Source: an optimization exercise on an open RTL-to-GDS flow (aim: small area and a short achievable clock period). Production flows keep margins and buffers that such runs may drop.
Where RTL was checked, it was by simulation tests only, not by an equivalence proof against the original.
No activity file was given, so power comes from the tool's default toggle rates.

P:
// fir_filter
module fir_filter #(
    parameter DATA_WIDTH = 16,
    parameter TAPS       = 8
)(
    input  wire                      clk,
    input  wire                      rst,
    input  wire [DATA_WIDTH-1:0]     s_axis_tdata,
    input  wire                      s_axis_tvalid,
    output wire                      s_axis_tready,   
    input  wire                      s_axis_tlast,
    output reg  [DATA_WIDTH-1:0]     m_axis_tdata,
    output reg                       m_axis_tvalid,
    input  wire                      m_axis_tready,   
    output reg                       m_axis_tlast
);
For scale: roughly 1300 cells after synthesis, about 160 flip-flops, ~40 I/O pins, roughly 0.0097 mm2 of cells after synthesis.
Settings: LEC_CHECK=0, ABC_AREA=1, CAP_MARGIN=20, CORE_MARGIN=2, CORE_UTILIZATION=40, CTS_BUF_LIST=sky130_fd_sc_hd__clkbuf_8, CTS_CLUSTER_SIZE=30, SETUP_SLACK_MARGIN=4.7, SLEW_MARGIN=20, BUFFER_PORTS_ARGS=-buffer_cell sky130_fd_sc_hd__buf_2, CTS_ARGS=-sink_clustering_enable -repair_clock_nets -dont_use_dummy_load -sink_clustering_size 40 -sink_clustering_max_diameter 100 -root_buf sky130_fd_sc_hd__clkbuf_16 -buf_list sky130_fd_sc_hd__clkbuf_16; clock period 7.0 ns.
standard.sh (not shown) runs the stock make flow with config.mk's settings and CLKGATE_MAP_FILE= SYNTH_SCRIPT=/design/flow/synth_recipe.tcl, a recipe that flattens the netlist after the stock synthesis.
==> flow/flow/run.sh <==
#!/bin/bash
# Standard ORFS layout, except: the port buffers are plain buffers (buf_2)
# instead of delay cells, the resizer may swap a cell for one of another
# footprint, and CTS adds no dummy loads to balance the clock tree.
# ORFS keeps each step's own log under orfs/logs; make's output goes to layout.log.
set -euo pipefail
cat >> config.mk <<'EOC'
export BUFFER_PORTS_ARGS = -buffer_cell sky130_fd_sc_hd__buf_2
export CTS_ARGS = -sink_clustering_enable -repair_clock_nets -dont_use_dummy_load -sink_clustering_size 40 -sink_clustering_max_diameter 100 -root_buf sky130_fd_sc_hd__clkbuf_16 -buf_list sky130_fd_sc_hd__clkbuf_16
EOC
bash standard.sh MATCH_CELL_FOOTPRINT=0 finish > layout.log 2>&1
P reached the end of the flow, and the finished layout is clean on the timing, DRC and antenna checks.
For Q, these inputs were changed with respect to P:
- swapping 40 for 65 in CORE_UTILIZATION
- swapping -sink_clustering_enable -repair_clock_nets -dont_use_dummy_load -sink_clustering_size 40 -sink_clustering_max_diameter 100 -root_buf sky130_fd_sc_hd__clkbuf_16 -buf_list sky130_fd_sc_hd__clkbuf_16 for -sink_clustering_enable -repair_clock_nets -dont_use_dummy_load -sink_clustering_size 30 -buf_list sky130_fd_sc_hd__clkbuf_8 in CTS_ARGS
- clearing CTS_BUF_LIST, which used to be sky130_fd_sc_hd__clkbuf_8
- clearing CTS_CLUSTER_SIZE, which used to be 30
- swapping 4.7 for 4.6 in SETUP_SLACK_MARGIN
--- a/flow/flow/run.sh
+++ b/flow/flow/run.sh
@@ -7,5 +7,5 @@
 cat >> config.mk <<'EOC'
 export BUFFER_PORTS_ARGS = -buffer_cell sky130_fd_sc_hd__buf_2
-export CTS_ARGS = -sink_clustering_enable -repair_clock_nets -dont_use_dummy_load -sink_clustering_size 40 -sink_clustering_max_diameter 100 -root_buf sky130_fd_sc_hd__clkbuf_16 -buf_list sky130_fd_sc_hd__clkbuf_16
+export CTS_ARGS = -sink_clustering_enable -repair_clock_nets -dont_use_dummy_load -sink_clustering_size 30 -buf_list sky130_fd_sc_hd__clkbuf_8
 EOC
 bash standard.sh MATCH_CELL_FOOTPRINT=0 finish > layout.log 2>&1
## What came out
Q vs. P: share of final layout cell area taken by non-clock buffers dropped 0.65 points; overall power of the completed layout dropped 11%; width of the die dropped about 20%. Comparing share of the clock period used by the worst path for P and Q, the smaller number came from Q. Worst setup path endpoint = r4[8]: Q; worst setup path endpoint = m_axis_tdata[9]: P. Origin of the worst setup path: s0[4] -> P, s_axis_tvalid -> Q.
diff inputs: Q => R
- CORE_UTILIZATION now 40, was 65
- CTS_CLUSTER_SIZE now 30, previously not set
- CTS_BUF_LIST now sky130_fd_sc_hd__clkbuf_8, previously not set
--- a/flow/flow/run.sh
+++ b/flow/flow/run.sh
@@ -9,3 +9,3 @@
 export CTS_ARGS = -sink_clustering_enable -repair_clock_nets -dont_use_dummy_load -sink_clustering_size 30 -buf_list sky130_fd_sc_hd__clkbuf_8
 EOC
-bash standard.sh MATCH_CELL_FOOTPRINT=0 finish > layout.log 2>&1
+bash standard.sh MATCH_CELL_FOOTPRINT=0 ADDER_MAP_FILE= finish > layout.log 2>&1
--- outcome ---
R completed end to end with timing, DRC and antenna clean.
Final clock skew was higher in the run labelled R.
Sequential share of layout area | R below Q
Going from Q to R, global-route wire length before repair up 4.6 mm; met1 global-route usage down 15 points; sum of routed wire length over all layers up about 9%.
Lower overall power consumption among R and Q: R
Higher sequential cell area fraction in the yosys report among R and Q: Q
R: combinational fraction of design power lower than Q
met2 capacity usage during global routing for R: 13 points down relative to Q


The RTL this note starts from:
==> flow/design.v <==
`timescale 1ns/1ps
module fir_filter #(
    parameter DATA_WIDTH = 16,
    parameter TAPS       = 8
)(
    input  wire                      clk,
    input  wire                      rst,
    input  wire [DATA_WIDTH-1:0]     s_axis_tdata,
    input  wire                      s_axis_tvalid,
    output wire                      s_axis_tready,   
    input  wire                      s_axis_tlast,
    output reg  [DATA_WIDTH-1:0]     m_axis_tdata,
    output reg                       m_axis_tvalid,
    input  wire                      m_axis_tready,   
    output reg                       m_axis_tlast
);
    reg [15:0] s0, s1, t, r1, r2, r3, r4, r5, r6;
    reg       flushing;
    reg [2:0] flush_count;
    assign s_axis_tready = !flushing;
    wire step = s_axis_tvalid | flushing;
    wire [15:0] x = flushing ? 16'd0 : s_axis_tdata;
    wire [15:0] y, nt, n1, n2, n3, n4, n5;
    fir_add3 #(15) a_y (.a(s0[14:0]), .b({s1[13:0], 1'b0}), .c(r1[15:1]), .s(y[15:1]));
    assign y[0] = r1[0];
    fir_add #(15) a_t (.a(s0[14:0]), .b(s0[15:1]), .s(nt[15:1]));
    assign nt[0] = s0[0];
    fir_add #(15) a_1 (.a(t[14:0]), .b(r2[15:1]), .s(n1[15:1]));
    assign n1[0] = r2[0];
    fir_add #(13) a_2 (.a(s1[12:0]), .b(r3[15:3]), .s(n2[15:3]));
    assign n2[2:0] = r3[2:0];
    fir_add #(15) a_3 (.a(t[14:0]), .b(r4[15:1]), .s(n3[15:1]));
    assign n3[0] = r4[0];
    fir_add #(14) a_4 (.a(s1[13:0]), .b(r5[15:2]), .s(n4[15:2]));
    assign n4[1:0] = r5[1:0];
    fir_add #(15) a_5 (.a(s1[14:0]), .b(r6[15:1]), .s(n5[15:1]));
    assign n5[0] = r6[0];
    always @(posedge clk) begin
        m_axis_tdata <= y;
        if (rst) begin
            s0 <= 0; s1 <= 0; t <= 0;
            r1 <= 0; r2 <= 0; r3 <= 0; r4 <= 0; r5 <= 0; r6 <= 0;
        end else if (step) begin
            s0 <= x;
            s1 <= s0;
            t  <= nt;
            r1 <= n1;
            r2 <= n2;
            r3 <= n3;
            r4 <= n4;
            r5 <= n5;
            r6 <= s1;
        end
        if (rst) begin
            m_axis_tvalid <= 0;
            m_axis_tlast  <= 0;
            flushing      <= 0;
            flush_count   <= 0;
        end else begin
            m_axis_tvalid <= step;
            m_axis_tlast  <= flushing && flush_count == 0;
            if (!flushing) begin
                if (s_axis_tvalid && s_axis_tlast) begin
                    flushing    <= 1;
                    flush_count <= 3'd7;
                end
            end else begin
                if (flush_count == 0)
                    flushing <= 0;
                flush_count <= flush_count - 1'b1;
            end
        end
    end
endmodule
module fir_add #(
    parameter W = 16
)(
    input  wire [W-1:0] a,
    input  wire [W-1:0] b,
    output wire [W-1:0] s
);
    localparam L = $clog2(W);
    wire [W-1:0] g [0:L];
    wire [W-1:0] p [0:L];
    assign g[0] = a & b;
    assign p[0] = a ^ b;
    genvar l, i;
    generate
        for (l = 0; l < L; l = l + 1) begin : lvl
            for (i = 0; i < W; i = i + 1) begin : bt
                if ((i >> l) & 1) begin : merge
                    localparam integer J = ((i >> l) << l) - 1;
                    assign g[l+1][i] = g[l][i] | (p[l][i] & g[l][J]);
                    assign p[l+1][i] = p[l][i] & p[l][J];
                end else begin : pass
                    assign g[l+1][i] = g[l][i];
                    assign p[l+1][i] = p[l][i];
                end
            end
        end
    endgenerate
    assign s = p[0] ^ {g[L][W-2:0], 1'b0};
endmodule
module fir_add3 #(
    parameter W = 16
)(
    input  wire [W-1:0] a,
    input  wire [W-1:0] b,
    input  wire [W-1:0] c,
    output wire [W-1:0] s
);
    wire [W-1:0] hs = a ^ b ^ c;
    wire [W-1:0] hc = (a & b) | (a & c) | (b & c);
    fir_add #(W) add (.a(hs), .b({hc[W-2:0], 1'b0}), .s(s));
endmodule
==> flow/config.mk <==
export PLATFORM = sky130hd
export DESIGN_NAME = fir_filter
export DESIGN_NICKNAME = fir_filter
export VERILOG_FILES = /design/flow/design.v
export SDC_FILE = /design/flow/constraint.sdc
export NUM_CORES = 4
export LEC_CHECK = 0
export ABC_CLOCK_PERIOD_IN_PS = 2500
export CAP_MARGIN = 20
export CORE_MARGIN = 2
export CORE_UTILIZATION = 40
export CTS_BUF_LIST = sky130_fd_sc_hd__clkbuf_8
export CTS_CLUSTER_SIZE = 30
export SETUP_SLACK_MARGIN = 4.5
export SLEW_MARGIN = 20
export BUFFER_PORTS_ARGS = -buffer_cell sky130_fd_sc_hd__buf_2
==> flow/constraint.sdc <==
create_clock -name core_clock -period 7.0 [get_ports {clk}]
set_input_delay 1.4000 -clock core_clock [delete_from_list [all_inputs] [get_ports {clk}]]
set_output_delay 1.4000 -clock core_clock [all_outputs]
set_load 0.01 [all_outputs]
==> flow/flow/run.sh <==
#!/bin/bash
# Standard ORFS layout, with the port buffers made of plain buffers
# (buf_2) instead of delay cells, and the resizer free to swap a cell for
# one of another footprint. ORFS keeps each step's own log under orfs/logs.
set -euo pipefail
cat >> config.mk <<'EOC'
export BUFFER_PORTS_ARGS = -buffer_cell sky130_fd_sc_hd__buf_2
EOC
bash standard.sh MATCH_CELL_FOOTPRINT=0 finish > layout.log 2>&1
==> next run, changes <==
- SETUP_SLACK_MARGIN: 4.5 -> 5
=> Setup slack is worse by 0.035 ns. Final cell count went up by 5.8%. Via count went up by 11%. Final area went up by 20%. Critical path depth went up by 1. Count of clock-buffer cells in the layout went up by 1. Die area does not change.
No run of this note included a check of the RTL's function; only the layout flow was run.

port drivers added, routing unchanged:
How much do the figures lean on ideal ports? The routed layouts below were timed once more, with nothing changed but the port constraints. Step 1 assumes that a clkbuf_16 drives the clock port and a buf_2 every other input. Step 2, shift: input delay + t, output delay - t, t = (earliest + latest rising clock arrival at the registers) / 2. This alone moves slack from input paths to output paths. Slacks: ideal / step 1 / step 2; pairs: ideal / step 1.
| run | t, ns | setup slack, ns | worst setup path at the end |
|---|---|---|---|
| P | 0.468 | 4.636 / 4.636 / 4.365 | input to register |
| Q | 0.493 | 4.651 / 4.643 / 4.177 | input to register |
| R | 0.492 | 4.666 / 4.626 / 4.209 | input to register |
| the first run of note 2 | 0.507 | 4.438 / 4.438 / 4.087 | input to register |
| the second run of note 2 | 0.508 | 4.403 / 4.403 / 4.228 | input to register |
After both steps setup and hold are still met in every run listed. The setup slack of Q, which loses most, moves by -0.008 ns with the drivers and by -0.474 ns with both steps.
